This design comes from an exercise in tuning for small area on the open sky130 flow, not from production work.
The RTL was checked by simulation tests, not by an equivalence proof against the original design.
The clock cells of runs 3 to 6 come from the design's own scripts or RTL, not from TritonCTS.
The clock input has no modelled driver; a real chip could not lean on it and would need a root buffer or a full tree.
Power is estimated from default activity; no workload was simulated.

File: design/flow/config.mk
export PLATFORM = sky130hd
export DESIGN_NAME = uart_wb_bridge
export DESIGN_NICKNAME = uart_wb_bridge
export VERILOG_FILES = /design/flow/design.v
export SDC_FILE = /design/flow/constraint.sdc
export NUM_CORES = 4
export LEC_CHECK = 0
export CAP_MARGIN = 20
export CORE_MARGIN = 2
export CORE_UTILIZATION = 40
export SLEW_MARGIN = 20
File: design/flow/constraint.sdc
create_clock -name core_clock -period 10.0 [get_ports {clk}]
set_input_delay 2.0000 -clock core_clock [delete_from_list [all_inputs] [get_ports {clk}]]
set_output_delay 2.0000 -clock core_clock [all_outputs]
set_load 0.01 [all_outputs]
File: design/flow/design.v
`timescale 1ns / 1ps
`timescale 1ns / 1ps
`timescale 1ns / 1ps
`timescale 1ns / 1ps
`timescale 1ns / 1ps
`timescale 1ns / 1ps
`timescale 1ns / 1ps
module uart_wb_bridge (
                       input wire         clk,
                       input wire         rst,
                       input wire         rx,
                       output wire        tx,
                       output wire [31:0] wb_adr_o,
                       output wire [31:0] wb_dat_o,
                       output wire [3:0]  wb_sel_o,
                       output wire        wb_we_o,
                       output wire        wb_cyc_o,
                       output wire        wb_stb_o,
                       input wire [31:0]  wb_dat_i,
                       input wire         wb_ack_i,
                       input wire         wb_err_i,
                       input wire         wb_rty_i
                       );
   localparam [9:0] T_END  = 10'b0010100110;
   localparam [9:0] T_HALF = 10'b0010111111;
   localparam [9:0] T_FULL = 10'b0011111111;
   localparam [2:0] P_IDLE  = 3'b000,   
                    P_RADDR = 3'b001,   
                    P_RTX   = 3'b010,   
                    P_RREQ  = 3'b011,   
                    P_HDR   = 3'b100,   
                    P_WADDR = 3'b101,   
                    P_WDATA = 3'b110,   
                    P_WREQ  = 3'b111;   
   localparam [3:0] B_IDLE  = 4'b0000,
                    B_START = 4'b0001,
                    B_D0 = 4'b1000, B_D1 = 4'b1001, B_D2 = 4'b1010, B_D3 = 4'b1011,
                    B_D4 = 4'b1100, B_D5 = 4'b1101, B_D6 = 4'b1110, B_D7 = 4'b1111,
                    B_STOP  = 4'b0010,
                    B_WAIT  = 4'b0011;   
   reg [2:0]  pst;
   reg [3:0]  ph;
   reg [9:0]  tmr;
   reg [1:0]  bcnt;
   reg [7:0]  len;
   reg        cy;      
   reg        bw;      
   reg [31:0] adr;
   reg [31:0] dat;
   reg [3:0]  sel;
   wire txm    = (pst == P_RTX);
   wire tdone  = (tmr == T_END);
   wire indata = (ph == B_D0) || (ph == B_D1) || (ph == B_D2) || (ph == B_D3) ||
                 (ph == B_D4) || (ph == B_D5) || (ph == B_D6) || (ph == B_D7);
   wire bitstb = tdone && indata;
   wire bend   = tdone && (ph == B_D7);
   wire rcv    = tdone && (ph == B_STOP) && rx;
   wire rerr   = tdone && (((ph == B_STOP) && !rx) || ((ph == B_START) && rx));
   wire last   = (len == 8'd0) || bw;
   wire resp   = wb_ack_i || wb_err_i || wb_rty_i;
   wire rx4    = (bcnt == 2'd0);         
   wire tx4    = (bcnt == 2'd3);         
   wire fin    = txm && tx4 && last;
   always @(posedge clk or posedge rst)
     if (rst)
       ph <= B_IDLE;
     else if (ph == B_IDLE) begin
        if (txm || !rx) ph <= B_START;
     end else if (ph == B_WAIT) begin
        if (rx) ph <= B_IDLE;
     end else if (tdone) begin
        if (ph == B_START)
          ph <= (!txm && rx) ? B_WAIT : B_D0;
        else if (ph == B_D7)
          ph <= fin ? B_WAIT : B_STOP;
        else if (ph == B_STOP)
          ph <= B_WAIT;
        else case (ph)
          B_D0: ph <= B_D1; B_D1: ph <= B_D2; B_D2: ph <= B_D3; B_D3: ph <= B_D4;
          B_D4: ph <= B_D5; B_D5: ph <= B_D6; B_D6: ph <= B_D7;
          default: ph <= B_IDLE;
        endcase
     end
   always @(posedge clk)
     if (ph == B_IDLE && !txm)
       tmr <= T_HALF;
     else if (ph == B_IDLE || tdone)
       tmr <= T_FULL;
     else
       tmr <= {tmr[8:0], tmr[9] ^ tmr[6]};
   wire [3:0] cmd = dat[19:16];
   always @(posedge clk or posedge rst)
     if (rst)
       pst <= P_IDLE;
     else
       case (pst)
         P_IDLE:
           if (rcv && dat[31:24] == 8'hCA) pst <= P_HDR;
         P_HDR:
           if (rerr) pst <= P_IDLE;
           else if (rcv && rx4)
             pst <= (cmd == 4'h1) ? P_WADDR : (cmd == 4'h2) ? P_RADDR : P_IDLE;
         P_WADDR:
           if (rerr) pst <= P_IDLE;
           else if (rcv && rx4) pst <= last ? P_IDLE : P_WDATA;
         P_RADDR:
           if (rerr) pst <= P_IDLE;
           else if (rcv && rx4) pst <= P_RREQ;
         P_WDATA:
           if (rerr) pst <= P_IDLE;
           else if (rcv && rx4) pst <= P_WREQ;
         P_WREQ:
           if (resp) pst <= last ? P_IDLE : P_WDATA;
         P_RREQ:
           if (resp) pst <= P_RTX;
         P_RTX:
           if (bend && tx4) pst <= last ? P_IDLE : P_RREQ;
       endcase
   always @(posedge clk)
     if (pst == P_IDLE)
       bcnt <= 2'd2;
     else if (bend)
       bcnt <= bcnt + 2'd1;
   always @(posedge clk)
     if (pst == P_HDR)
       sel <= dat[23:20];
   wire din = rx && (pst == P_IDLE || pst == P_HDR || pst == P_WDATA);
   wire dld = (pst == P_RREQ) && wb_ack_i;
   wire nsh = !bitstb;
   always @(posedge clk)
     dat <= ({32{bitstb}} & {din, dat[31:1]}) | ({32{nsh}} & dat) |
            ({32{dld}} & wb_dat_i);
   wire byte0 = (bcnt == 2'd0);
   wire lin = (pst == P_IDLE || pst == P_HDR) ? rx : (len[0] ^ (bw && byte0));
   always @(posedge clk)
     if (bitstb)
       len <= {lin, len[7:1]};
   always @(posedge clk)
     if (((pst == P_WADDR || pst == P_RADDR) && rcv && rx4) || (wb_cyc_o && resp))
       bw <= 1'b1;
     else if (pst == P_IDLE)
       bw <= 1'b0;
     else if (bitstb && byte0)
       bw <= bw & !len[0];
   wire low2 = byte0 && (ph == B_D0 || ph == B_D1);
   wire ain = (pst == P_WADDR || pst == P_RADDR) ? rx : (adr[0] ^ (cy && !low2));
   always @(posedge clk)
     if (bitstb)
       adr <= {ain, adr[31:1]};
   always @(posedge clk)
     if (wb_cyc_o && resp)
       cy <= 1'b1;
     else if (pst == P_IDLE)
       cy <= 1'b0;
     else if (bitstb && !low2)
       cy <= cy & adr[0];
   assign tx = !(txm && (ph == B_START || (indata && !dat[0])));
   assign wb_adr_o = adr;
   assign wb_dat_o = dat;
   assign wb_sel_o = sel;
   assign wb_we_o  = pst[2];
   assign wb_cyc_o = (pst[1:0] == 2'b11);
   assign wb_stb_o = wb_cyc_o;
endmodule
File: design/flow/flow/run.sh
#!/bin/bash
# Own layout flow: the standard layout (standard.sh: unchanged synthesis
# and steps) with two settings changed:
#  - the port buffers use the smallest buffer cell (sky130_fd_sc_hd__buf_1)
#    instead of the default pick; every port still gets its own buffer;
#  - clock tree synthesis uses clkbuf_8 buffers and no dummy load cells.
# The full tool output goes to standard.log here; the per-step ORFS logs
# stay under orfs/logs/.
set -euo pipefail
bash standard.sh \
  "BUFFER_PORTS_ARGS=-buffer_cell sky130_fd_sc_hd__buf_1" \
  "CTS_ARGS=-sink_clustering_enable -repair_clock_nets -dont_use_dummy_load -buf_list sky130_fd_sc_hd__clkbuf_8" \
  finish > standard.log 2>&1
File: design/flow/standard.sh
#!/bin/bash
# synth_recipe.tcl (not shown) runs the flow's synth.tcl, then flattens the netlist and writes it again
# the make line also repeats each setting of config.mk as NAME=value (left out here)
make -C /OpenROAD-flow-scripts/flow DESIGN_CONFIG=/design/flow/config.mk WORK_HOME=/design/flow/orfs CLKGATE_MAP_FILE= SYNTH_SCRIPT=/design/flow/synth_recipe.tcl "${@:-finish}"
==> summary.txt, run 1 <==
Run status
  • Outcome: complete, no violations

CTS
  • CTS tree: yes
  • # Post-CTS Setup Buffers: 0
  • CTS root buffer: clkbuf_8
  • Clk slew on worst S/H paths: 0.09 ns
  • CTS Buffer Depth: 2
  • Total CTS buffers: 9
  • Clk Latency, worst-skew pair: 0.36 ns
  • # H-tree levels: 3
  • Clock Sinks: 97
  • PostCTS Resize Cnt: 0
  • Hold Buf Count CTS: 0

Route
  • Post-DRT Antenna Nets: 0
  • Drt total wl: 8.350 mm
  • Vias per cell: 4.992
  • DRT Pass-1 Iters: 4
  • Post-route DRC: 0
  • Iter 0 DRT Violations: 280
  • Via count: 3070
  • Avg WL per Cell: 13.58 um

Finish
  • FILL cells: 947
  • # diodes: 0
  • Nets: 524
  • Share of layout cells above drive strength 1: 5.602%
  • Post-route design area: 4552 um^2
  • Commonest cells after routing, fill and taps aside: nand2_1, buf_1, dfxtp_1, edfxtp_1, nand3_1
  • Area grow syn2layout: 16.49%

Floorplanning
  • FP Rows: 36
  • Initial Utilization: 40.54%
  • Die outline width: 102.8 um
  • Core area: 9639 um^2
  • Die Height: 102.8 um
  • Full die area: 10580 um^2
  • # IOs: 110

Setup path
  • Critical path data required time: 10.22 ns
  • Delay-heaviest family, CP: simple AND/OR/NAND/NOR gates
  • CP cell instances: or4b_4, nor3_4, nand2_2, inv_2, buf_4, and3_2, xnor2_1, nor2_1
  • Setup CP Type: reg -> reg
  • Arr. time, crit path: 3.88 ns
  • Buffer and inverter count on the worst path: 2
  • CP peak stage delay: 0.59 ns
  • Critical path's slowest cell: inv_2
  • Worst setup EP type: flip-flop
  • CP max FO: 43
  • CP startpoint kind: flip-flop

Power
  • PwrDens: 135.0 nW/um^2
  • Int Power: 0.4961 mW
  • Psw: 0.1185 mW
  • Flop pwr share: 66.9%
  • Net Sw Frac: 19.29%
  • Leakage power: 1.605 nW
  • Peak supply drop: 0.07086 mV
  • Clock power frac: 31.7%
  • Combinational fraction of design power: 1.3%

STA
  • Final setup violation count: 0
  • TNS Setup: 0 ns
  • Minimum clock period: 3.662 ns
  • Clock Skew: 0.02820 ns
  • Max_slew headroom: 52.38%
  • Fmax achieved: 273.1 MHz
  • Final worst-path cycle share: 36.62%
  • Least-Margin Pin Slew: 0.7088 ns
  • RSZ-0062 raised after global routing: no
  • Slew Limit Fails: 0
  • Final number of hold-violating endpoints: 0

Synth
  • Post-Syn Area: 3907 um^2
  • Sequential element share of the synthesized area: 61.86%
  • Post-synthesis compound-gate area fraction: 7.141%
  • Avg Cell Area, Syn: 10.26 um^2
  • Synth unique cells: 56
  • Top FF cell, synth: dfxtp_1
  • Post-synth EDFFs: 44
  • Largest family of logic cells by synthesized area: simple AND/OR/NAND/NOR gates
  • Synth warn: 1
  • Adder-Cell Fraction of Synth Area: 0.6404%
  • XOR/XNOR Fraction of Synth Area: 1.121%
  • Synth Net Count: 421
  • Asr flop ratio synth: 7.216%
  • Post-Synthesis Cells: 381
  • Mux contribution to synthesized area: 0.8646%
  • Post-Synth Simple-Gate Area: 25.42%
  • Flops & latches, synth: 97

GRT
  • Pin count of the biggest net entering global routing: 44
  • Total grt overflow: 0
  • Initial antenna violation count: 0
  • Global-route wire length before repair: 13.20 mm
  • Number of global-route vias before repair: 2798
  • GRT Total Usage: 16.05%

Placed design
  • Port bufs: 109
  • Detail Placement HPWL: 5.809 mm
  • RD Place Congestion: 0.8627
  • Placed cell areas: 4422 um^2

Min path
  • HP Class: reg -> reg

Job
  • Max-Cap Viols: 0
-- synthesized netlist by cell type, types with 2 or more instances --
master | instances | area (um^2)
a211oi_1 | 3 | 22.52
a21boi_0 | 2 | 15.01
a21oi_1 | 5 | 25.02
a31oi_1 | 2 | 12.51
and2_1 | 2 | 12.51
and3_1 | 4 | 25.02
buf_2 | 5 | 25.02
clkbuf_1 | 13 | 48.80
dfrtp_1 | 7 | 175.2
dfxtp_1 | 46 | 920.9
edfxtp_1 | 44 | 1321
ha_1 | 2 | 25.02
inv_1 | 8 | 30.03
mux2_2 | 3 | 33.78
nand2_1 | 109 | 409.1
nand2b_1 | 4 | 25.02
nand3_1 | 37 | 185.2
nand3b_1 | 2 | 15.01
nand4_1 | 4 | 25.02
nor2_1 | 12 | 45.04
nor2b_1 | 4 | 25.02
nor3_1 | 6 | 30.03
nor4_1 | 5 | 31.28
nor4bb_1 | 2 | 20.02
o211ai_1 | 4 | 30.03
o21ai_0 | 6 | 30.03
o22a_1 | 2 | 17.52
o22ai_1 | 3 | 18.77
or2_2 | 2 | 12.51
or3_1 | 4 | 25.02
xnor2_1 | 2 | 17.52
xor2_1 | 3 | 26.28
-- final timing paths --
kind	end	cells after the start	from	slack [ns]
worst max-delay path	bcnt[0]	8	tmr[6]	6.34
worst min-delay path	adr[4]	0	adr[5]	0.44
worst max register to register	bcnt[0]	8	tmr[6]	6.34
worst min register to register	adr[4]	0	adr[5]	0.44
max in group asynchronous	pst[2]	2	rst	8.22
min in group asynchronous	ph[3]	2	rst	1.53
-- routing by layer --
layer | routed length [um] | share of wire [%] | global-route usage [%] | up-vias
li1 | - | - | - | 1535
met1 | 3948 | 47 | 21.82 | 1431
met2 | 3842 | 46 | 24.84 | 98
met3 | 502 | 6.0 | 5.356 | 6
met4 | 57 | 0.68 | 4.251 | 0
met5 | 0 | 0 | 0 | -
-- per-stage QoR --
step | hold WS, ns | utilization (%) | setup slack, ns | instances | total power, mW
after floorplan | 0.4230 | - | 6.677 | 381 | 0.4225
after global placement | 0.4289 | 45.87 | 6.400 | 606 | 0.4285
after CTS | 0.4396 | 47.16 | 6.301 | 615 | 0.6230
after global routing | 0.4556 | 47.22 | 6.025 | 615 | 0.6379
final | 0.4437 | 47.22 | 6.338 | 615 | 0.6146
after detailed placement | 0.4325 | 45.87 | 6.286 | 606 | 0.4284
-- cell type report --
| cell class | instances | area (um^2) | share of cell area, % |
|---|---|---|---|
| inverter | 9 | 33.78 | 0.7422 |
| clock buffer | 9 | 123.9 | 2.721 |
| timing repair buffer | 111 | 424.2 | 9.318 |
| sequential | 97 | 2417 | 53.11 |
| tap | 133 | 166.4 | 3.656 |
| multi-input combinational | 256 | 1386 | 30.46 |
-- flip-flops by register name (all words and copies together) (netlist names) --
signal / count
bw: 1
ph: 4
cy: 1
len: 8
dat: 32
adr: 32
tmr: 10
bcnt: 2
sel: 4
pst: 3
-- power groups by stage --
stage / Combinational [mW] / Clock [mW] / Sequential [mW]
global placement: 0.00821 / 0 / 0.420
finish: 0.00822 / 0.195 / 0.411
detailed placement: 0.00818 / 0 / 0.420
CTS: 0.00825 / 0.203 / 0.411
floorplan: 0.00214 / 0 / 0.420
global route: 0.00933 / 0.217 / 0.411
-- kinds of logic after synthesis --
family                   count (synthesis)
buffers and inverters                   28
flip-flops                              97
AND/OR/NAND/NOR                        207
multiplexers                             3
AO/OA/AOI/OAI                           39
XOR/XNOR                                 5
adder cells (fa/ha/maj)                  2
==> inputs of run 2 (changes only) <==
--- a/design/flow/flow/run.sh
+++ b/design/flow/flow/run.sh
@@ -1,4 +1,7 @@
 #!/bin/bash
-# Own layout flow: the standard layout (standard.sh: unchanged synthesis
-# and steps) with two settings changed:
+# Own layout flow: the standard layout (standard.sh and its steps) with
+# these settings changed:
+#  - synthesis: flow/synth.tcl, the standard flow's synthesis script whose final abc call
+#    maps with the area-oriented script flow/area.abc (flip-flop mapping,
+#    flatten and rename are unchanged);
 #  - the port buffers use the smallest buffer cell (sky130_fd_sc_hd__buf_1)
@@ -9,3 +12,7 @@
 set -euo pipefail
+here=$(pwd)
+diff <(tail -n 6 flow/synth.tcl) <(tail -n 6 synth_recipe.tcl) > synth_diff.log 2>&1 || true
+export AREA_ABC_SCRIPT="$here/flow/area.abc"
 bash standard.sh \
+  "SYNTH_SCRIPT=$here/flow/synth.tcl" \
   "BUFFER_PORTS_ARGS=-buffer_cell sky130_fd_sc_hd__buf_1" \
@@ -13 +20,2 @@
   finish > standard.log 2>&1
+grep -q "abc -script $here/flow/area.abc\|Executing ABC" orfs/logs/*/uart_wb_bridge/base/1_2_yosys.log >> standard.log 2>&1 || true
==> design/flow/flow/area.abc (new file) <==
strash
&get -n
&deepsyn -J 20
&put
dch -f
amap
topo
==> design/flow/flow/synth.tcl (new file) <==
# The standard flow's synthesis script (synth_recipe.tcl) with one change: the final
# technology mapping call to abc uses flow/area.abc, an area-oriented ABC
# script, instead of ORFS's speed script.  Everything before abc (including
# the flip-flop mapping) and after it (flatten, rename) is unchanged, so the
# registers are those of the standard synthesis.
proc synth {args} { yosys synth -nofsm -noshare {*}$args }
proc abc {args} {
  set i [lsearch -exact $args -script]
  if {$i >= 0} { lset args [expr {$i + 1}] $::env(AREA_ABC_SCRIPT) }
  yosys abc {*}$args
}
source $::env(SCRIPTS_DIR)/synth.tcl
# left out here: clear keep_hierarchy, flatten, clean up, hide names made inside functions, write 1_2_yosys.v
==> summary.txt, run 2 <==
GRT
  • GRT Total Usage: 16.42% (was 16.05%)
  • Initial antenna violation count: 0 (unchanged)
  • Pin count of the biggest net entering global routing: 73 (was 44)
  • Total grt overflow: 0 (unchanged)
  • Number of global-route vias before repair: 2482 (was 2798)
  • Global-route wire length before repair: 12.55 mm (was 13.20 mm)

CTS
  • # H-tree levels: 3 (unchanged)
  • Clk slew on worst S/H paths: 0.11 ns (was 0.09 ns)
  • # Post-CTS Setup Buffers: 0 (unchanged)
  • PostCTS Resize Cnt: 0 (unchanged)
  • Clock Sinks: 97 (unchanged)
  • CTS root buffer: clkbuf_8 (unchanged)
  • CTS Buffer Depth: 2 (unchanged)
  • Hold Buf Count CTS: 0 (unchanged)
  • Total CTS buffers: 9 (unchanged)
  • CTS tree: yes (unchanged)
  • Clk Latency, worst-skew pair: 0.38 ns (was 0.36 ns)

Placed design
  • RD Place Congestion: 0.8283 (was 0.8627)
  • Port bufs: 109 (unchanged)
  • Placed cell areas: 4096 um^2 (was 4422 um^2)
  • Detail Placement HPWL: 5.473 mm (was 5.809 mm)

Floorplanning
  • FP Rows: 34 (was 36)
  • Initial Utilization: 40.90% (was 40.54%)
  • # IOs: 110 (unchanged)
  • Die outline width: 97.97 um (was 102.8 um)
  • Die Height: 97.97 um (was 102.8 um)
  • Core area: 8636 um^2 (was 9639 um^2)
  • Full die area: 9598 um^2 (was 10580 um^2)

Route
  • Vias per cell: 5.279 (was 4.992)
  • Iter 0 DRT Violations: 345 (was 280)
  • Via count: 2740 (was 3070)
  • Post-route DRC: 0 (unchanged)
  • Drt total wl: 7.758 mm (was 8.350 mm)
  • Avg WL per Cell: 14.95 um (was 13.58 um)
  • DRT Pass-1 Iters: 7 (was 4)
  • Post-DRT Antenna Nets: 0 (unchanged)

Synth
  • Avg Cell Area, Syn: 12.10 um^2 (was 10.26 um^2)
  • Synth cell count leaders: clkinv_1, dfxtp_1, edfxtp_1 (was nand2_1, dfxtp_1, edfxtp_1)
  • Yosys top cell by area: edfxtp_1 (unchanged)
  • Post-Synthesis Cells: 292 (was 381)
  • Synth unique cells: 33 (was 56)
  • Synth warn: 1 (unchanged)
  • Post-synth EDFFs: 44 (unchanged)
  • Largest cells by area after synthesis: edfxtp_1, dfxtp_1, a222oi_1 (was edfxtp_1, dfxtp_1, nand2_1)
  • Count leader, synth: clkinv_1 (was nand2_1)
  • Asr flop ratio synth: 7.216% (unchanged)
  • Sequential element share of the synthesized area: 68.44% (was 61.86%)
  • Flops & latches, synth: 97 (unchanged)
  • Post-Syn Area: 3532 um^2 (was 3907 um^2)
  • Top cell type's share of synthesized area: 37.41% (was 33.81%)
  • Synth Net Count: 332 (was 421)
  • Top FF cell, synth: dfxtp_1 (unchanged)

Setup path
  • CP startpoint kind: flip-flop (unchanged)
  • Setup CP Type: reg -> reg (unchanged)
  • Crit. path cell count: 8 (unchanged)
  • Critical path's slowest cell: clkinv_1 (was inv_2)
  • FF-to-FF End: cy (was bcnt[0])
  • Worst setup EP type: flip-flop (unchanged)
  • Critical path origin: tmr[6] (unchanged)
  • Worst Reg2Reg Path Length in Cells: 8 (unchanged)
  • Buffer and inverter count on the worst path: 3 (was 2)
  • Most used cell, CP: clkinv_1
  • CP max FO: 72 (was 43)
  • Critical path data required time: 10.20 ns (was 10.22 ns)
  • Delay-heaviest family, CP: buffers and inverters (was simple AND/OR/NAND/NOR gates)
  • CP cell instances: nor2_1, clkinv_1, or3_1, nor2_4, buf_4, clkinv_1, o311ai_0, o21ai_0 (was or4b_4, nor3_4, nand2_2, inv_2, buf_4, and3_2, xnor2_1, nor2_1)
  • CP peak stage delay: 1.03 ns (was 0.59 ns)
  • Setup crit end: cy (was bcnt[0])
  • Arr. time, crit path: 3.85 ns (was 3.88 ns)
  • Worst r2r src: tmr[6] (unchanged)
  • Flop2flop setup slack: 6.35 ns (was 6.34 ns)

STA
  • Clock Skew: 0.04576 ns (was 0.02820 ns)
  • Final worst-path cycle share: 36.51% (was 36.62%)
  • Slew Limit Fails: 0 (unchanged)
  • Final setup violation count: 0 (unchanged)
  • Minimum clock period: 3.651 ns (was 3.662 ns)
  • Max_slew headroom: 35.01% (was 52.38%)
  • Final number of hold-violating endpoints: 0 (unchanged)
  • Least-Margin Pin Slew: 0.9689 ns (was 0.7088 ns)
  • RSZ-0062 raised after global routing: no (unchanged)
  • Fmax achieved: 273.9 MHz (was 273.1 MHz)
  • TNS Setup: 0 ns (unchanged)

Finish
  • FILL cells: 829 (was 947)
  • Regs by FF count: adr x32, dat x32, tmr x10 (unchanged)
  • Commonest cells after routing, fill and taps aside: buf_1, clkinv_1, dfxtp_1, edfxtp_1, a222oi_1 (was nand2_1, buf_1, dfxtp_1, edfxtp_1, nand3_1)
  • Post-route design area: 4220 um^2 (was 4552 um^2)
  • Share of layout cells above drive strength 1: 3.163% (was 5.602%)
  • Nets: 453 (was 524)
  • Area grow syn2layout: 19.48% (was 16.49%)
  • Commonest non-fill, non-tap cell in the layout: buf_1
  • # diodes: 0 (unchanged)

Run status
  • Outcome: complete, no violations (unchanged)

Power
  • PwrDens: 152.4 nW/um^2 (was 135.0 nW/um^2)
  • Peak supply drop: 0.06384 mV (was 0.07086 mV)
  • Leakage power: 1.291 nW (was 1.605 nW)

Job
  • Max-Cap Viols: 0 (unchanged)

Min path
  • HP Class: reg -> reg (unchanged)
[run 2: changes by cell type after synthesis, sizes merged, moves of 13 or more]
cell,delta
clkbuf,-13
nand3,-31
nand2,-94
nor2,+14
a222oi,+30
clkinv,+50
[run 2: cell type report]
| cell class | count | area [um^2] | share of cell area [%] |
|---|---|---|---|
| Clock buffer | 9 | 123.9 | 2.935 |
| Sequential cell | 97 | 2417 | 57.28 |
| Timing Repair Buffer | 111 | 424.2 | 10.05 |
| Inverter | 50 | 187.7 | 4.447 |
| Tap cell | 108 | 135.1 | 3.202 |
| Multi-Input combinational cell | 144 | 932.1 | 22.09 |
[run 2: logic make-up after synthesis]
| group | count (synthesis) | share of synthesized area (%) |
|---|---|---|
| DFF | 97 | 68.44 |
| AOI/OAI and AO/OA | 65 | 15.02 |
| adders and majority gates | 2 | 0.7084 |
| and+or+nand+nor | 77 | 10.31 |
| buffers and inverters | 51 | 5.526 |
[run 2: through the flow]
step	instances	hold slack [ns]	power (mW)	util, %	setup slack [ns]
detailed placement	510	0.4301	0.4572	47.44	6.243
global route	519	0.4535	0.6698	48.87	5.920
finish	519	0.4330	0.6432	48.87	6.349
global placement	510	0.4239	0.4566	47.44	6.286
floorplan	292	0.4181	0.4440	-	3.755
CTS	519	0.4386	0.6504	48.87	6.291
[run 2: worst register-to-register path: stages (launching register included)]
cell	delay [ns]
dfxtp_1	0.32
nor2_1	0.14
clkinv_1	0.09
or3_1	0.43
nor2_4	0.09
buf_4	0.62
clkinv_1	1.06
o311ai_0	0.61
o21ai_0	0.14
[run 2: worst min-delay path by stage]
stage,cells past startpoint,endpoint,startpoint
2_1_floorplan,1,tmr[2],tmr[1]
3_3_place_gp,1,tmr[1],tmr[0]
3_5_place_dp,0,adr[17],adr[18]
4_1_cts,0,adr[28],adr[29]
5_1_grt,0,adr[28],adr[29]
6_report,0,adr[28],adr[29]
[run 2: metal layers]
layer | GRT usage [%] | wire length [um]
met5 | 0 | 0
met4 | 5.128 | 73
met3 | 5.655 | 683
met2 | 23.50 | 3363
met1 | 23.62 | 3637
[run 2: power by group]
part | total (mW) | internal [mW] | switching [mW]
combinational | 0.0244 | 0.0113 | 0.0132
clock | 0.195 | 0.0808 | 0.114
sequential | 0.424 | 0.418 | 0.00605
total | 0.643 | 0.510 | 0.133
==> inputs of run 3 (changes only) <==
--- a/design/flow/flow/run.sh
+++ b/design/flow/flow/run.sh
@@ -8,3 +8,7 @@
 #    instead of the default pick; every port still gets its own buffer;
-#  - clock tree synthesis uses clkbuf_8 buffers and no dummy load cells.
+#  - the clock tree is flat: flow/manual_cts.tcl (sourced before the CTS
+#    step) replaces clock_tree_synthesis so that the clock port drives four
+#    clkbuf_16 buffers, each feeding the flip-flops of one quadrant of the
+#    placement; the rest of the CTS step (legalisation, timing repair) is
+#    unchanged.
 # The full tool output goes to standard.log here; the per-step ORFS logs
@@ -18,4 +22,3 @@
   "BUFFER_PORTS_ARGS=-buffer_cell sky130_fd_sc_hd__buf_1" \
-  "CTS_ARGS=-sink_clustering_enable -repair_clock_nets -dont_use_dummy_load -buf_list sky130_fd_sc_hd__clkbuf_8" \
+  "PRE_CTS_TCL=$here/flow/manual_cts.tcl" \
   finish > standard.log 2>&1
-grep -q "abc -script $here/flow/area.abc\|Executing ABC" orfs/logs/*/uart_wb_bridge/base/1_2_yosys.log >> standard.log 2>&1 || true
==> design/flow/flow/manual_cts.tcl (new file) <==
# Replaces clock_tree_synthesis with a flat clock tree: the clock port drives
# N clock buffers (N <= 4), each driving the flip-flops of one region of the
# placement.  Four clkbuf_16 buffers, one per quadrant of the flip-flop placement.
proc clock_tree_synthesis {args} {
  set cell sky130_fd_sc_hd__clkbuf_16
  set n 4
  set db [ord::get_db]
  set block [ord::get_db_block]
  set master [$db findMaster $cell]
  set clk [$block findNet clk]
  set sinks {}
  foreach it [$clk getITerms] {
    if {[$it isInputSignal] || [$it getSigType] eq "CLOCK" || 1} {
      lappend sinks [list $it {*}[$it getAvgXY]]
    }
  }
  # split the sinks into n groups: by x, then (for 4) each half by y
  set byx [lsort -real -index 2 $sinks]
  set half [expr {[llength $byx] / 2}]
  if {$n == 1} {
    set groups [list $byx]
  } elseif {$n == 2} {
    set groups [list [lrange $byx 0 [expr {$half - 1}]] [lrange $byx $half end]]
  } else {
    set groups {}
    foreach g [list [lrange $byx 0 [expr {$half - 1}]] [lrange $byx $half end]] {
      set byy [lsort -real -index 3 $g]
      set h [expr {[llength $byy] / 2}]
      lappend groups [lrange $byy 0 [expr {$h - 1}]] [lrange $byy $h end]
    }
  }
  set k 0
  foreach g $groups {
    set sx 0; set sy 0
    foreach s $g { set sx [expr {$sx + [lindex $s 2]}]; set sy [expr {$sy + [lindex $s 3]}] }
    set cx [expr {int($sx / [llength $g])}]
    set cy [expr {int($sy / [llength $g])}]
    set inst [odb::dbInst_create $block $master "clkbuf_m_$k"]
    set net [odb::dbNet_create $block "clknet_m_$k"]
    $net setSigType CLOCK
    foreach s $g {
      set it [lindex $s 0]
      $it disconnect
      $it connect $net
    }
    [$inst findITerm A] connect $clk
    [$inst findITerm X] connect $net
    $inst setLocation $cx $cy
    $inst setPlacementStatus PLACED
    incr k
  }
  puts "manual clock tree: $k x $cell"
}
==> summary.txt, run 3 <==
GRT
  • Initial antenna violation count: 0 (unchanged)
  • Pin count of the biggest net entering global routing: 73 (unchanged)
  • Total grt overflow: 0 (unchanged)
  • Global-route wire length before repair: 12.38 mm (was 12.55 mm)
  • Number of global-route vias before repair: 2444 (was 2482)
  • GRT Total Usage: 15.14% (was 16.42%)

Setup path
  • CP startpoint kind: flip-flop (unchanged)
  • Arr. time, crit path: 3.66 ns (was 3.85 ns)
  • Setup CP Type: reg -> reg (unchanged)
  • CP max FO: 72 (unchanged)
  • Critical path data required time: 10.04 ns (was 10.20 ns)
  • Worst setup EP type: flip-flop (unchanged)

Route
  • Post-route DRC: 0 (unchanged)
  • Iter 0 DRT Violations: 289 (was 345)
  • Drt total wl: 7.724 mm (was 7.758 mm)
  • Via count: 2714 (was 2740)
  • Vias per cell: 5.280 (was 5.279)
  • Post-DRT Antenna Nets: 0 (unchanged)
  • Avg WL per Cell: 15.03 um (was 14.95 um)
  • DRT Pass-1 Iters: 6 (was 7)

STA
  • Final worst-path cycle share: 36.19% (was 36.51%)
  • Max_slew headroom: 35.55% (was 35.01%)
  • TNS Setup: 0 ns (unchanged)
  • Clock Skew: 0.006937 ns (was 0.04576 ns)
  • Final worst setup slack: 6.381 ns (was 6.349 ns)
  • Least-Margin Pin Slew: 0.9608 ns (was 0.9689 ns)
  • RSZ-0062 raised after global routing: no (unchanged)
  • Final number of hold-violating endpoints: 0 (unchanged)
  • Hold WS: 0.4512 ns (was 0.4330 ns)
  • Fmax achieved: 276.3 MHz (was 273.9 MHz)
  • Slew Limit Fails: 0 (unchanged)
  • Minimum clock period: 3.619 ns (was 3.651 ns)
  • Final setup violation count: 0 (unchanged)

Power
  • Flop pwr share: 68.9% (was 65.9%)
  • Psw: 0.1131 mW (was 0.1333 mW)
  • Peak supply drop: 0.08857 mV (was 0.06384 mV)
  • PwrDens: 146.6 nW/um^2 (was 152.4 nW/um^2)
  • Net Sw Frac: 18.39% (was 20.73%)
  • Leakage power: 1.275 nW (was 1.291 nW)
  • Clock power frac: 27.2% (was 30.3%)
  • Combinational fraction of design power: 4.0% (was 3.8%)
  • Int Power: 0.5022 mW (was 0.5098 mW)

Synth
  • Count leader, synth: clkinv_1 (unchanged)
  • Sequential element share of the synthesized area: 68.44% (unchanged)
  • Flops & latches, synth: 97 (unchanged)
  • Synth Net Count: 332 (unchanged)
  • Asr flop ratio synth: 7.216% (unchanged)
  • Largest cells by area after synthesis: edfxtp_1, dfxtp_1, a222oi_1 (unchanged)
  • Top FF cell, synth: dfxtp_1 (unchanged)
  • Post-Synthesis Cells: 292 (unchanged)
  • Avg Cell Area, Syn: 12.10 um^2 (unchanged)
  • Synth unique cells: 33 (unchanged)
  • Post-Syn Area: 3532 um^2 (unchanged)
  • Yosys top cell by area: edfxtp_1 (unchanged)
  • Post-synth EDFFs: 44 (unchanged)
  • Synth warn: 1 (unchanged)
  • Top cell type's share of synthesized area: 37.41% (unchanged)
  • Synth cell count leaders: clkinv_1, dfxtp_1, edfxtp_1 (unchanged)

Placed design
  • Placed insts: 510 (unchanged)
  • Port bufs: 109 (unchanged)
  • Detail Placement HPWL: 5.473 mm (unchanged)
  • RD Place Congestion: 0.8283 (unchanged)
  • Post-place setup slack: 6.243 ns (unchanged)

Finish
  • Share of layout cells above drive strength 1: 1.970% (was 3.163%)
  • Commonest non-fill, non-tap cell in the layout: buf_1 (unchanged)
  • # diodes: 0 (unchanged)
  • Area grow syn2layout: 18.81% (was 19.48%)
  • Commonest cells after routing, fill and taps aside: buf_1, clkinv_1, dfxtp_1, edfxtp_1, a222oi_1 (unchanged)
  • Nets: 448 (was 453)
  • Layout Cells excl Fill: 514 (was 519)
  • Regs by FF count: adr x32, dat x32, tmr x10 (unchanged)

Floorplanning
  • Full die area: 9598 um^2 (unchanged)
  • FP Rows: 34 (unchanged)
  • # IOs: 110 (unchanged)
  • Initial Utilization: 40.90% (unchanged)
  • Core area: 8636 um^2 (unchanged)
  • Die Height: 97.97 um (unchanged)
  • Die outline width: 97.97 um (unchanged)

Min path
  • HP Class: reg -> reg (unchanged)

Run status
  • Outcome: complete, no violations (unchanged)

CTS
  • Hold Buf Count CTS: 0 (unchanged)
  • PostCTS Resize Cnt: 0 (unchanged)
  • # Post-CTS Setup Buffers: 0 (unchanged)
  • Clk Latency, worst-skew pair: 0.16 ns (was 0.38 ns)
  • Clk slew on worst S/H paths: 0.09 ns (was 0.11 ns)

Job
  • Max-Cap Viols: 0 (unchanged)
[run 3: cell counts after synthesis]
Identical to the previous run, type by type.
[run 3: area by class of cell]
| class | count | area, um^2 |
|---|---|---|
| flip-flops and latches | 97 | 2417 |
| multi-input cells | 144 | 932.1 |
| well taps | 108 | 135.1 |
| inverters | 50 | 187.7 |
| repair buffers | 111 | 424.2 |
| fillers | 831 | 4439 |
| plain buffers | 4 | 100.1 |
[run 3: power by group through the flow]
stage | Clock, mW | Combinational, mW | Sequential, mW
after floorplan | 0 | 0.00957 | 0.434
after global placement | 0 | 0.0242 | 0.432
after detailed placement | 0 | 0.0246 | 0.433
after CTS | 0.130 | 0.0247 | 0.433
after global routing | 0.186 | 0.0275 | 0.425
final | 0.167 | 0.0244 | 0.424
[run 3: cells by family after synthesis]
| logic type | share of synthesized area, % |
|---|---|
| flip-flops | 68.44 |
| buffers and inverters | 5.526 |
| adder cells (fa/ha/maj) | 0.7084 |
| AO/OA/AOI/OAI | 15.02 |
| AND/OR/NAND/NOR | 10.31 |
[run 3: worst paths after layout]
check | start | endpoint | slack [ns] | depth (start not counted)
setup / recovery | tmr[6] | dat[30] | 6.38 | 8
hold / removal | adr[18] | adr[17] | 0.45 | 0
setup reg to reg | tmr[6] | dat[30] | 6.38 | 8
hold reg to reg | adr[18] | adr[17] | 0.45 | 0
max in group asynchronous | rst | ph[0] | 8.14 | 2
min in group asynchronous | rst | pst[2] | 1.70 | 2
[run 3: layer usage]
layer / track usage [%] / wire [um] / vias up
li1: - / - / 1323
met1: 23.20 / 3692 / 1268
met2: 23.97 / 3353 / 118
met3: 2.291 / 616 / 5
met4: 1.175 / 61 / 0
met5: 0 / 0 / -
[run 3: worst max-delay path, stage by stage (launching register included)]
cell      delay, ns
dfxtp_1        0.32
nor2_1         0.14
clkinv_1       0.09
or3_1          0.43
nor2_4         0.09
buf_4          0.62
clkinv_1       1.02
a222oi_1       0.64
clkinv_1       0.11
[run 3: metrics by stage]
stage               utilization (%)  cell area (um^2)  power [mW]
global placement              47.44              4096      0.4566
detailed placement            47.44              4096      0.4572
global route                  48.59              4197      0.6381
floorplan                         -              3532      0.4440
finish                        48.59              4197      0.6154
CTS                           48.59              4197      0.5877
==> inputs of run 4 (changes only) <==
--- a/design/flow/design.v
+++ b/design/flow/design.v
@@ -60,4 +60,4 @@
    wire resp   = wb_ack_i || wb_err_i || wb_rty_i;
-   wire rx4    = (bcnt == 2'd0);         
-   wire tx4    = (bcnt == 2'd3);         
+   wire rx4    = (bcnt == 2'b00);         
+   wire tx4    = (bcnt == 2'b10);         
    wire fin    = txm && tx4 && last;
@@ -120,5 +120,5 @@
      if (pst == P_IDLE)
-       bcnt <= 2'd2;
+       bcnt <= 2'b11;
      else if (bend)
-       bcnt <= bcnt + 2'd1;
+       bcnt <= {bcnt[0], !bcnt[1]};   
    always @(posedge clk)
==> summary.txt, run 4 <==
Route
  • Vias per cell: 5.393 (was 5.280)
  • Via count: 2810 (was 2714)
  • Drt total wl: 7.898 mm (was 7.724 mm)
  • DRT Pass-1 Iters: 5 (was 6)
  • Post-DRT Antenna Nets: 0 (unchanged)
  • Post-route DRC: 0 (unchanged)
  • Iter 0 DRT Violations: 295 (was 289)
  • Avg WL per Cell: 15.16 um (was 15.03 um)

Power
  • PwrDens: 259.4 nW/um^2 (was 146.6 nW/um^2)
  • Leakage power: 1.391 nW (was 1.275 nW)
  • Peak supply drop: 0.1221 mV (was 0.08857 mV)

GRT
  • Global-route wire length before repair: 12.62 mm (was 12.38 mm)
  • GRT Total Usage: 15.47% (was 15.14%)
  • Pin count of the biggest net entering global routing: 74 (was 73)
  • Initial antenna violation count: 0 (unchanged)
  • Number of global-route vias before repair: 2515 (was 2444)
  • Total grt overflow: 0 (unchanged)

STA
  • Minimum clock period: 5.093 ns (was 3.619 ns)
  • Final setup violation count: 0 (unchanged)
  • RSZ-0062 raised after global routing: no (unchanged)
  • Final worst setup slack: 4.907 ns (was 6.381 ns)
  • Final number of hold-violating endpoints: 0 (unchanged)
  • Fmax achieved: 196.3 MHz (was 276.3 MHz)
  • Least-Margin Pin Slew: 0.9603 ns (was 0.9608 ns)
  • Slew Limit Fails: 0 (unchanged)
  • TNS Setup: 0 ns (unchanged)
  • Clock Skew: 0.009969 ns (was 0.006937 ns)
  • Final worst-path cycle share: 50.93% (was 36.19%)
  • Max_slew headroom: 35.58% (was 35.55%)

Synth
  • Synth warn: 1 (unchanged)
  • Sequential element share of the synthesized area: 68.27% (was 68.44%)
  • Post-Synthesis Cells: 300 (was 292)
  • Synth Net Count: 338 (was 332)
  • Flops & latches, synth: 97 (unchanged)
  • Asr flop ratio synth: 7.216% (unchanged)
  • Post-synth EDFFs: 44 (unchanged)
  • Synth unique cells: 29 (was 33)
  • Largest cells by area after synthesis: edfxtp_1, dfxtp_1, a222oi_1 (unchanged)
  • Yosys top cell by area: edfxtp_1 (unchanged)
  • Top cell type's share of synthesized area: 37.31% (was 37.41%)
  • Avg Cell Area, Syn: 11.80 um^2 (was 12.10 um^2)
  • Synth cell count leaders: clkinv_1, dfxtp_1, edfxtp_1 (unchanged)
  • Count leader, synth: clkinv_1 (unchanged)
  • Top FF cell, synth: dfxtp_1 (unchanged)
  • Post-Syn Area: 3541 um^2 (was 3532 um^2)

Floorplanning
  • Initial Utilization: 41.00% (was 40.90%)
  • # IOs: 110 (unchanged)
  • Core area: 8636 um^2 (unchanged)
  • Die outline width: 98.09 um (was 97.97 um)
  • Die Height: 98.09 um (was 97.97 um)
  • Full die area: 9621 um^2 (was 9598 um^2)
  • FP Rows: 34 (unchanged)

Placed design
  • Detail Placement HPWL: 5.644 mm (was 5.473 mm)
  • Placed cell areas: 4100 um^2 (was 4096 um^2)
  • Port bufs: 109 (unchanged)
  • RD Place Congestion: 0.8627 (was 0.8283)
  • Post-place setup slack: 4.928 ns (was 6.243 ns)

CTS
  • Hold Buf Count CTS: 0 (unchanged)
  • # Post-CTS Setup Buffers: 0 (unchanged)
  • Clk Latency, worst-skew pair: 0.16 ns (about the same)
  • Clk slew on worst S/H paths: 0.10 ns (was 0.09 ns)
  • PostCTS Resize Cnt: 0 (unchanged)

Finish
  • Share of layout cells above drive strength 1: 1.695% (was 1.970%)
  • Nets: 453 (was 448)
  • Regs by FF count: adr x32, dat x32, tmr x10 (unchanged)
  • FILL cells: 834 (was 831)
  • Commonest non-fill, non-tap cell in the layout: buf_1 (unchanged)
  • Post-route design area: 4202 um^2 (was 4197 um^2)
  • # diodes: 0 (unchanged)
  • Commonest cells after routing, fill and taps aside: buf_1, clkinv_1, dfxtp_1, edfxtp_1, a222oi_1 (unchanged)
  • Area grow syn2layout: 18.66% (was 18.81%)

Setup path
  • Worst setup EP type: flip-flop (unchanged)
  • Critical path's slowest cell: clkinv_1 (unchanged)
  • CP max FO: 73 (was 72)
  • Delay-heaviest family, CP: buffers and inverters (unchanged)
  • Most used cell, CP: clkinv_1 (unchanged)
  • CP cell instances: clkinv_1, or4_1, nor4_4, buf_4, clkinv_1, nor4_1, clkinv_1, nor3_1, o21ai_0, a221oi_1, clkinv_1, o21ai_0, o21ai_0 (was nor2_1, clkinv_1, or3_1, nor2_4, buf_4, clkinv_1, a222oi_1, clkinv_1)
  • Critical path data required time: 10.04 ns (about the same)
  • CP peak stage delay: 1.02 ns (about the same)
  • Buffer and inverter count on the worst path: 5 (was 4)
  • Setup CP Type: reg -> reg (unchanged)
  • Arr. time, crit path: 5.13 ns (was 3.66 ns)
  • CP startpoint kind: flip-flop (unchanged)

Run status
  • Outcome: complete, no violations (unchanged)

Min path
  • HP Class: reg -> reg (unchanged)

Job
  • Max-Cap Viols: 0 (unchanged)
## run 4: changes by cell type after synthesis, moves of 3 or more
cell | before | now
clkinv_1 | 50 | 59
o21ai_0 | 9 | 17
or2_0 | 8 | 0
nand2_1 | 16 | 9
or4_1 | 0 | 5
nor2b_1 | 4 | 0
o22ai_1 | 2 | 5
or3_1 | 1 | 4
## run 4: layout make-up
cell class                 count  area (um^2)  area share, %
inverter                      59        221.5          5.271
timing repair buffer         110        416.7          9.917
multi-input combinational    143        910.9          21.68
tap                          108        135.1          3.216
sequential                    97         2417          57.53
buffer                         4        100.1          2.382
## run 4: worst reg2reg max path: stages, from the launching register on
cell and delay [ns]:
dfxtp_1 0.33, clkinv_1 0.07, or4_1 0.58, nor4_4 0.28, buf_4 0.66, clkinv_1 1.06
nor4_1 0.77, clkinv_1 0.19, nor3_1 0.18, o21ai_0 0.13, a221oi_1 0.31, clkinv_1 0.15
o21ai_0 0.15, o21ai_0 0.10
## run 4: logic make-up after synthesis
| logic type | Yosys count | share of synthesized area (%) |
|---|---|---|
| buffers and inverters | 60 | 6.466 |
| AND/OR/NAND/NOR | 69 | 9.187 |
| AO/OA/AOI/OAI | 74 | 16.08 |
| flip-flops | 97 | 68.27 |
## run 4: metrics by stage
step	hold WS (ns)	cells	utilization (%)	power, mW
after floorplan	0.3974	300	-	0.8159
after global placement	0.4043	517	47.48	0.9257
after detailed placement	0.4089	517	47.48	0.9304
after CTS	0.4093	521	48.64	1.064
after global routing	0.4558	521	48.65	1.170
final	0.4207	521	48.65	1.090
## run 4: worst paths after layout
path	start	endpoint	slack (ns)	cells past startpoint
setup / recovery	tmr[1]	pst[2]	4.91	13
hold / removal	tmr[7]	tmr[8]	0.42	2
setup reg to reg	tmr[1]	pst[2]	4.91	13
hold reg to reg	tmr[7]	tmr[8]	0.42	2
max in group asynchronous	rst	pst[0]	8.12	2
min in group asynchronous	rst	ph[0]	1.70	2
## run 4: per-layer routing
layer | part of all wire (%) | GRT usage [%]
met4 | 1.7 | 2.671
met1 | 46 | 23.29
met2 | 45 | 24.24
met3 | 7.4 | 2.219
met5 | 0 | 0
## run 4: report_power, final
part           switching, mW  total, mW  internal (mW)
registers             0.0767      0.588          0.511
logic                  0.205      0.335          0.130
clock network         0.0939      0.167         0.0733
==> inputs of run 5 (changes only) <==
--- a/design/flow/flow/run.sh
+++ b/design/flow/flow/run.sh
@@ -9,4 +9,4 @@
 #  - the clock tree is flat: flow/manual_cts.tcl (sourced before the CTS
-#    step) replaces clock_tree_synthesis so that the clock port drives four
-#    clkbuf_16 buffers, each feeding the flip-flops of one quadrant of the
+#    step) replaces clock_tree_synthesis so that the clock port drives three
+#    clkbuf_16 buffers, each feeding the flip-flops of one third (by x) of the
 #    placement; the rest of the CTS step (legalisation, timing repair) is
--- a/design/flow/flow/manual_cts.tcl
+++ b/design/flow/flow/manual_cts.tcl
@@ -2,6 +2,6 @@
 # N clock buffers (N <= 4), each driving the flip-flops of one region of the
-# placement.  Four clkbuf_16 buffers, one per quadrant of the flip-flop placement.
+# placement.  Three clkbuf_16 buffers, one per vertical strip (by x) of the flip-flop placement.
 proc clock_tree_synthesis {args} {
   set cell sky130_fd_sc_hd__clkbuf_16
-  set n 4
+  set n 3
   set db [ord::get_db]
@@ -23,2 +23,6 @@
     set groups [list [lrange $byx 0 [expr {$half - 1}]] [lrange $byx $half end]]
+  } elseif {$n == 3} {
+    set m [llength $byx]
+    set a [expr {$m / 3}]; set b [expr {2 * $m / 3}]
+    set groups [list [lrange $byx 0 [expr {$a - 1}]] [lrange $byx $a [expr {$b - 1}]] [lrange $byx $b end]]
   } else {
==> summary.txt, run 5 <==
Finish
  • # diodes: 0 (unchanged)
  • Commonest cells after routing, fill and taps aside: buf_1, clkinv_1, dfxtp_1, edfxtp_1, a222oi_1 (unchanged)
  • FILL cells: 840 (was 834)
  • Nets: 452 (was 453)
  • Post-layout util: 48.36% (was 48.65%)
  • Post-route design area: 4177 um^2 (was 4202 um^2)
  • Commonest non-fill, non-tap cell in the layout: buf_1 (unchanged)
  • Layout Cells excl Fill: 520 (was 521)
  • Footprint of the multi-input gates: 910.9 um^2 (unchanged)
  • Area grow syn2layout: 17.95% (was 18.66%)
  • Regs by FF count: adr x32, dat x32, tmr x10 (unchanged)
  • Share of layout cells above drive strength 1: 1.456% (was 1.695%)
  • Register area: 2417 um^2 (unchanged)

Power
  • Leakage power: 1.379 nW (was 1.391 nW)
  • Power Total: 1.074 mW (was 1.090 mW)
  • PwrDens: 257.2 nW/um^2 (was 259.4 nW/um^2)
  • Peak supply drop: 0.1912 mV (was 0.1221 mV)

Placed design
  • RD Place Congestion: 0.8627 (unchanged)
  • Port bufs: 109 (unchanged)
  • Placed insts: 517 (unchanged)
  • Post-place setup slack: 4.928 ns (unchanged)
  • Detail Placement HPWL: 5.644 mm (unchanged)
  • Placed cell areas: 4100 um^2 (unchanged)

Setup path
  • Critical path's slowest cell: clkinv_1 (unchanged)
  • Flop2flop setup slack: 4.92 ns (was 4.91 ns)
  • Critical path origin: tmr[1] (unchanged)
  • Worst setup EP type: flip-flop (unchanged)
  • Setup CP Type: reg -> reg (unchanged)
  • Arr. time, crit path: 5.15 ns (was 5.13 ns)
  • Critical path data required time: 10.07 ns (was 10.04 ns)
  • CP cell instances: clkinv_1, or4_1, nor4_4, buf_4, clkinv_1, nor4_1, clkinv_1, nor3_1, o21ai_0, a221oi_1, clkinv_1, o21ai_0, o21ai_0 (unchanged)
  • CP max FO: 73 (unchanged)
  • Worst r2r src: tmr[1] (unchanged)
  • Most used cell, CP: clkinv_1 (unchanged)
  • CP peak stage delay: 1.02 ns (about the same)
  • FF-to-FF End: pst[2] (unchanged)
  • CP startpoint kind: flip-flop (unchanged)
  • Worst Reg2Reg Path Length in Cells: 13 (unchanged)

Min path
  • HP Class: reg -> reg (unchanged)
  • Hold Crit Depth: 2 (unchanged)
  • Worst Hold Path EP: tmr[8] (unchanged)
  • Hold wc startpoint: tmr[7] (unchanged)

GRT
  • Pin count of the biggest net entering global routing: 74 (unchanged)
  • Total grt overflow: 0 (unchanged)
  • Initial antenna violation count: 0 (unchanged)
  • GRT Total Usage: 15.32% (was 15.47%)
  • Global-route wire length before repair: 12.51 mm (was 12.62 mm)
  • Number of global-route vias before repair: 2507 (was 2515)

Synth
  • Top FF cell, synth: dfxtp_1 (unchanged)
  • Post-Syn Area: 3541 um^2 (unchanged)
  • Asr flop ratio synth: 7.216% (unchanged)
  • Post-synth EDFFs: 44 (unchanged)
  • Sequential element share of the synthesized area: 68.27% (unchanged)
  • Flops & latches, synth: 97 (unchanged)
  • Largest cells by area after synthesis: edfxtp_1, dfxtp_1, a222oi_1 (unchanged)
  • Post-Synthesis Cells: 300 (unchanged)
  • Synth Net Count: 338 (unchanged)
  • Top cell type's share of synthesized area: 37.31% (unchanged)
  • Synth cell count leaders: clkinv_1, dfxtp_1, edfxtp_1 (unchanged)
  • Synth warn: 1 (unchanged)
  • Yosys top cell by area: edfxtp_1 (unchanged)
  • Synth unique cells: 29 (unchanged)
  • Avg Cell Area, Syn: 11.80 um^2 (unchanged)
  • Count leader, synth: clkinv_1 (unchanged)

STA
  • Max_slew headroom: 35.50% (was 35.58%)
  • Final number of hold-violating endpoints: 0 (unchanged)
  • Minimum clock period: 5.080 ns (was 5.093 ns)
  • Final worst-path cycle share: 50.80% (was 50.93%)
  • Fmax achieved: 196.8 MHz (was 196.3 MHz)
  • Final worst setup slack: 4.920 ns (was 4.907 ns)
  • Final setup violation count: 0 (unchanged)
  • RSZ-0062 raised after global routing: no (unchanged)
  • Least-Margin Pin Slew: 0.9616 ns (was 0.9603 ns)
  • Hold WS: 0.4220 ns (was 0.4207 ns)
  • Clock Skew: 0.01314 ns (was 0.009969 ns)
  • TNS Setup: 0 ns (unchanged)
  • Slew Limit Fails: 0 (unchanged)

Floorplanning
  • Full die area: 9621 um^2 (unchanged)
  • Core area: 8636 um^2 (unchanged)
  • # IOs: 110 (unchanged)
  • Die outline width: 98.09 um (unchanged)
  • Die Height: 98.09 um (unchanged)
  • Initial Utilization: 41.00% (unchanged)
  • FP Rows: 34 (unchanged)

Route
  • Drt total wl: 7.887 mm (was 7.898 mm)
  • Via count: 2833 (was 2810)
  • Avg WL per Cell: 15.17 um (was 15.16 um)
  • Post-DRT Antenna Nets: 0 (unchanged)
  • Vias per cell: 5.448 (was 5.393)
  • DRT Pass-1 Iters: 5 (unchanged)
  • Post-route DRC: 0 (unchanged)
  • Iter 0 DRT Violations: 258 (was 295)

Job
  • Max-Cap Viols: 0 (unchanged)

CTS
  • Clk Latency, worst-skew pair: 0.18 ns (was 0.16 ns)
  • PostCTS Resize Cnt: 0 (unchanged)
  • # Post-CTS Setup Buffers: 0 (unchanged)
  • Clk slew on worst S/H paths: 0.12 ns (was 0.10 ns)
  • Hold Buf Count CTS: 0 (unchanged)

Run status
  • Outcome: complete, no violations (unchanged)
[run 5: cell families (layout without fill, tap and decap cells)]
logic type      count (synthesis)  count (layout)  synth area share [%]
compound gates                 74              74                 16.08
simple gates                   69              69                 9.187
buf+inv                        60             172                 6.466
flops                          97              97                 68.27
[run 5: per-layer routing]
layer  vias to the layer above  GRT usage, %  wire length [um]
li1                       1350             -                 -
met1                      1356         22.74              3604
met2                       121         24.55              3564
met3                         6         2.291               624
met4                         0         2.137                93
met5                         -             0                 0
[run 5: layout make-up]
cell class | instances | share of cell area (%)
inverter | 59 | 5.303
multi-input combinational | 143 | 21.81
buffer | 3 | 1.797
tap | 108 | 3.235
sequential | 97 | 57.88
timing repair buffer | 110 | 9.976
[run 5: how the worst max path moves through the flow]
| stage | end | slack (ns) | cells past startpoint |
|---|---|---|---|
| 6_report | pst[2] | 4.92 | 13 |
| 5_1_grt | pst[2] | 4.36 | 13 |
| 4_1_cts | pst[2] | 4.92 | 13 |
| 3_5_place_dp | pst[2] | 4.93 | 13 |
| 3_3_place_gp | pst[2] | 5.05 | 13 |
| 2_1_floorplan | pst[2] | 1.32 | 12 |
[run 5: where the power goes]
part / total [mW] / switching, mW / internal, mW
Sequential: 0.588 / 0.0771 / 0.511
Clock: 0.151 / 0.0952 / 0.0561
Combinational: 0.335 / 0.205 / 0.130
[run 5: worst max-delay path, delay by kind of cell, from the launching register on]
kind	cells	cell delay, ns
AO/OA/AOI/OAI	4	0.70
buffers and inverters	5	2.10
flip-flops	1	0.33
AND/OR/NAND/NOR	4	1.79
==> inputs of run 6 (changes only) <==
--- a/design/flow/flow/run.sh
+++ b/design/flow/flow/run.sh
@@ -10,3 +10,3 @@
 #    step) replaces clock_tree_synthesis so that the clock port drives three
-#    clkbuf_16 buffers, each feeding the flip-flops of one third (by x) of the
+#    clkbuf_16 buffers, each feeding one k-means cluster of the flip-flops in the
 #    placement; the rest of the CTS step (legalisation, timing repair) is
--- a/design/flow/flow/manual_cts.tcl
+++ b/design/flow/flow/manual_cts.tcl
@@ -2,3 +2,3 @@
 # N clock buffers (N <= 4), each driving the flip-flops of one region of the
-# placement.  Three clkbuf_16 buffers, one per vertical strip (by x) of the flip-flop placement.
+# placement.  Three clkbuf_16 buffers; the flip-flops are split into three groups by x, then the groups are refined by k-means on their positions.
 proc clock_tree_synthesis {args} {
@@ -35,2 +35,26 @@
   }
+  # refine the groups with a few rounds of k-means on the sink positions
+  for {set iter 0} {$iter < 20} {incr iter} {
+    set cents {}
+    foreach g $groups {
+      set sx 0.0; set sy 0.0
+      foreach s $g { set sx [expr {$sx + [lindex $s 2]}]; set sy [expr {$sy + [lindex $s 3]}] }
+      lappend cents [list [expr {$sx / [llength $g]}] [expr {$sy / [llength $g]}]]
+    }
+    set new {}
+    foreach c $cents { lappend new {} }
+    foreach s $sinks {
+      set best 0; set bd 1e30; set i 0
+      foreach c $cents {
+        set d [expr {abs([lindex $s 2] - [lindex $c 0]) + abs([lindex $s 3] - [lindex $c 1])}]
+        if {$d < $bd} { set bd $d; set best $i }
+        incr i
+      }
+      lset new $best [concat [lindex $new $best] [list $s]]
+    }
+    set ok 1
+    foreach g $new { if {[llength $g] == 0} { set ok 0 } }
+    if {!$ok} break
+    set groups $new
+  }
   set k 0
==> summary.txt, run 6 <==
Floorplanning
  • Initial Utilization: 41.00% (unchanged)
  • Core area: 8636 um^2 (unchanged)
  • # IOs: 110 (unchanged)
  • FP Rows: 34 (unchanged)
  • Die outline width: 98.09 um (unchanged)
  • Die Height: 98.09 um (unchanged)
  • Full die area: 9621 um^2 (unchanged)

Setup path
  • Critical path data required time: 10.06 ns (was 10.07 ns)
  • Arr. time, crit path: 5.15 ns (about the same)
  • CP cell instances: clkinv_1, or4_1, nor4_4, buf_4, clkinv_1, nor4_1, clkinv_1, nor3_1, o21ai_0, a221oi_1, clkinv_1, o21ai_0, o21ai_0 (unchanged)
  • CP peak stage delay: 1.03 ns (was 1.02 ns)
  • CP startpoint kind: flip-flop (unchanged)
  • CP max FO: 73 (unchanged)
  • Setup CP Type: reg -> reg (unchanged)
  • Delay-heaviest family, CP: buffers and inverters (unchanged)
  • Buffer and inverter count on the worst path: 5 (unchanged)
  • Worst setup EP type: flip-flop (unchanged)
  • Most used cell, CP: clkinv_1 (unchanged)
  • Critical path's slowest cell: clkinv_1 (unchanged)

Finish
  • FILL cells: 841 (was 840)
  • Area grow syn2layout: 17.95% (unchanged)
  • Post-route design area: 4177 um^2 (unchanged)
  • Commonest cells after routing, fill and taps aside: buf_1, clkinv_1, dfxtp_1, edfxtp_1, a222oi_1 (unchanged)
  • Commonest non-fill, non-tap cell in the layout: buf_1 (unchanged)
  • Regs by FF count: adr x32, dat x32, tmr x10 (unchanged)
  • Share of layout cells above drive strength 1: 1.456% (unchanged)
  • # diodes: 0 (unchanged)
  • Nets: 452 (unchanged)

Synth
  • Adder-Cell Fraction of Synth Area: 0% (unchanged)
  • Yosys top cell by area: edfxtp_1 (unchanged)
  • XOR/XNOR Fraction of Synth Area: 0% (unchanged)
  • Top FF cell, synth: dfxtp_1 (unchanged)
  • Largest family of logic cells by synthesized area: compound AO/OA/AOI/OAI gates (unchanged)
  • Post-Syn Area: 3541 um^2 (unchanged)
  • Sequential element share of the synthesized area: 68.27% (unchanged)
  • Post-synthesis compound-gate area fraction: 16.08% (unchanged)
  • Asr flop ratio synth: 7.216% (unchanged)
  • Synth warn: 1 (unchanged)
  • Post-Synthesis Cells: 300 (unchanged)
  • Top cell type's share of synthesized area: 37.31% (unchanged)
  • Synth cell count leaders: clkinv_1, dfxtp_1, edfxtp_1 (unchanged)
  • Post-Synth Simple-Gate Area: 9.187% (unchanged)
  • Avg Cell Area, Syn: 11.80 um^2 (unchanged)
  • Flops & latches, synth: 97 (unchanged)
  • Synth unique cells: 29 (unchanged)
  • Count leader, synth: clkinv_1 (unchanged)
  • Largest cells by area after synthesis: edfxtp_1, dfxtp_1, a222oi_1 (unchanged)
  • Synth Net Count: 338 (unchanged)
  • Post-synth EDFFs: 44 (unchanged)
  • Mux contribution to synthesized area: 0% (unchanged)

Placed design
  • Placed cell areas: 4100 um^2 (unchanged)
  • Detail Placement HPWL: 5.644 mm (unchanged)
  • Port bufs: 109 (unchanged)
  • Post-place setup slack: 4.928 ns (unchanged)
  • RD Place Congestion: 0.8627 (unchanged)

Route
  • Iter 0 DRT Violations: 284 (was 258)
  • Metal3 WL: 562 um (was 624 um)
  • Vias per cell: 5.415 (was 5.448)
  • Via count: 2816 (was 2833)
  • Highest routing layer actually used: met4 (unchanged)
  • Avg WL per Cell: 15.14 um (was 15.17 um)
  • Drt total wl: 7.875 mm (was 7.887 mm)
  • Post-route DRC: 0 (unchanged)
  • DR WL met2: 3.577 mm (was 3.564 mm)
  • Met1 Routed Length: 3.621 mm (was 3.604 mm)
  • Post-DRT Antenna Nets: 0 (unchanged)
  • DRT Pass-1 Iters: 5 (unchanged)

STA
  • Slew Limit Fails: 0 (unchanged)
  • Clock Skew: 0.02093 ns (was 0.01314 ns)
  • Minimum clock period: 5.093 ns (was 5.080 ns)
  • Final worst-path cycle share: 50.93% (was 50.80%)
  • Final setup violation count: 0 (unchanged)
  • RSZ-0062 raised after global routing: no (unchanged)
  • Final number of hold-violating endpoints: 0 (unchanged)
  • Fmax achieved: 196.4 MHz (was 196.8 MHz)
  • Least-Margin Pin Slew: 0.9735 ns (was 0.9616 ns)
  • Final worst setup slack: 4.907 ns (was 4.920 ns)
  • Max_slew headroom: 34.70% (was 35.50%)
  • TNS Setup: 0 ns (unchanged)

CTS
  • Hold Buf Count CTS: 0 (unchanged)
  • Clk slew on worst S/H paths: 0.11 ns (was 0.12 ns)
  • # Post-CTS Setup Buffers: 0 (unchanged)
  • Clk Latency, worst-skew pair: 0.18 ns (about the same)
  • PostCTS Resize Cnt: 0 (unchanged)

GRT
  • Pin count of the biggest net entering global routing: 74 (unchanged)
  • Initial antenna violation count: 0 (unchanged)
  • Number of global-route vias before repair: 2497 (was 2507)
  • Total grt overflow: 0 (unchanged)
  • Global-route wire length before repair: 12.55 mm (was 12.51 mm)
  • GRT Total Usage: 15.38% (was 15.32%)

Power
  • Peak supply drop: 0.1732 mV (was 0.1912 mV)
  • Leakage power: 1.379 nW (unchanged)
  • PwrDens: 256.6 nW/um^2 (was 257.2 nW/um^2)

Job
  • Max-Cap Viols: 0 (unchanged)

Run status
  • Outcome: complete, no violations (unchanged)

Min path
  • HP Class: reg -> reg (unchanged)
==> run 6: cell counts after synthesis <==
No cell type changed its count.
==> run 6: final cells by class <==
type | instances | area (um^2) | share of cell area (%)
repair buffers | 110 | 416.7 | 9.976
flip-flops and latches | 97 | 2417 | 57.88
inverters | 59 | 221.5 | 5.303
plain buffers | 3 | 75.07 | 1.797
multi-input cells | 143 | 910.9 | 21.81
well taps | 108 | 135.1 | 3.235
==> run 6: routing by layer <==
layer / GRT usage (%) / vias up
met5: 0 / -
met4: 2.350 / 0
met3: 2.291 / 10
met2: 24.34 / 112
met1: 23.02 / 1342
li1: - / 1352
==> run 6: final timing paths <==
| check | startpoint | endpoint | slack [ns] | cells past startpoint |
|---|---|---|---|---|
| max | tmr[1] | pst[2] | 4.91 | 13 |
| max reg2reg | tmr[1] | pst[2] | 4.91 | 13 |
| min | tmr[7] | tmr[8] | 0.42 | 2 |
| max in group asynchronous | rst | pst[1] | 8.13 | 2 |
| min reg2reg | tmr[7] | tmr[8] | 0.42 | 2 |
| min in group asynchronous | rst | pst[0] | 1.69 | 2 |
==> run 6: through the flow <==
step / hold slack, ns / cells / utilization, % / power [mW]
after CTS: 0.4093 / 520 / 48.35 / 1.047
after global routing: 0.4573 / 520 / 48.36 / 1.149
after detailed placement: 0.4089 / 517 / 47.48 / 0.9304
after floorplan: 0.3974 / 300 / - / 0.8159
after global placement: 0.4043 / 517 / 47.48 / 0.9257
final: 0.4215 / 520 / 48.36 / 1.072
==> run 6: power by group <==
group          switching, mW  internal (mW)  total, mW
clock                 0.0916         0.0559      0.148
combinational          0.205          0.130      0.335
sequential            0.0781          0.511      0.589
==> run 6: worst min-delay path: stages (launching register included) <==
cell	delay [ns]
dfxtp_1	0.31
clkinv_1	0.04
nor2_1	0.04
==> run 6: cells by family after synthesis <==
logic type | Yosys count
compound gates | 74
buf+inv | 60
flops | 97
simple gates | 69

## afterwards: timing with drivers on the ports
In the flow no input, the clock included, has a driving cell. The finished layouts below were timed again as built, in two steps.
Step 1, drivers: a clkbuf_16 drives clk and a buf_2 each remaining input, both assumed.
Step 2, shift: input delay + t, output delay - t, t = (earliest + latest rising clock arrival at the registers) / 2. This alone moves slack from input paths to output paths.
a / b / c = ideal / step 1 / step 2; a / b = the first two.
| run | t, ns | slack for setup (ns) | worst data-port slew with drivers (ns) | pins driven straight from the clock port |
|---|---|---|---|---|
| run 1 | 0.379 | 6.338 / 6.326 / 6.338 | 0.04 | 1 |
| run 2 | 0.379 | 6.349 / 6.325 / 6.184 | 0.04 | 1 |
| run 3 | 0.226 | 6.381 / 6.381 / 6.208 | 0.05 | 4 |
| run 4 | 0.230 | 4.907 / 4.907 / 4.907 | 0.06 | 4 |
| run 5 | 0.232 | 4.920 / 4.920 / 4.920 | 0.06 | 3 |
| run 6 | 0.233 | 4.907 / 4.907 / 4.907 | 0.06 | 3 |
After both steps setup and hold are still met in every run listed. The setup slack of run 3, which loses most, moves by 0.000 ns with the drivers and by -0.173 ns with both steps.
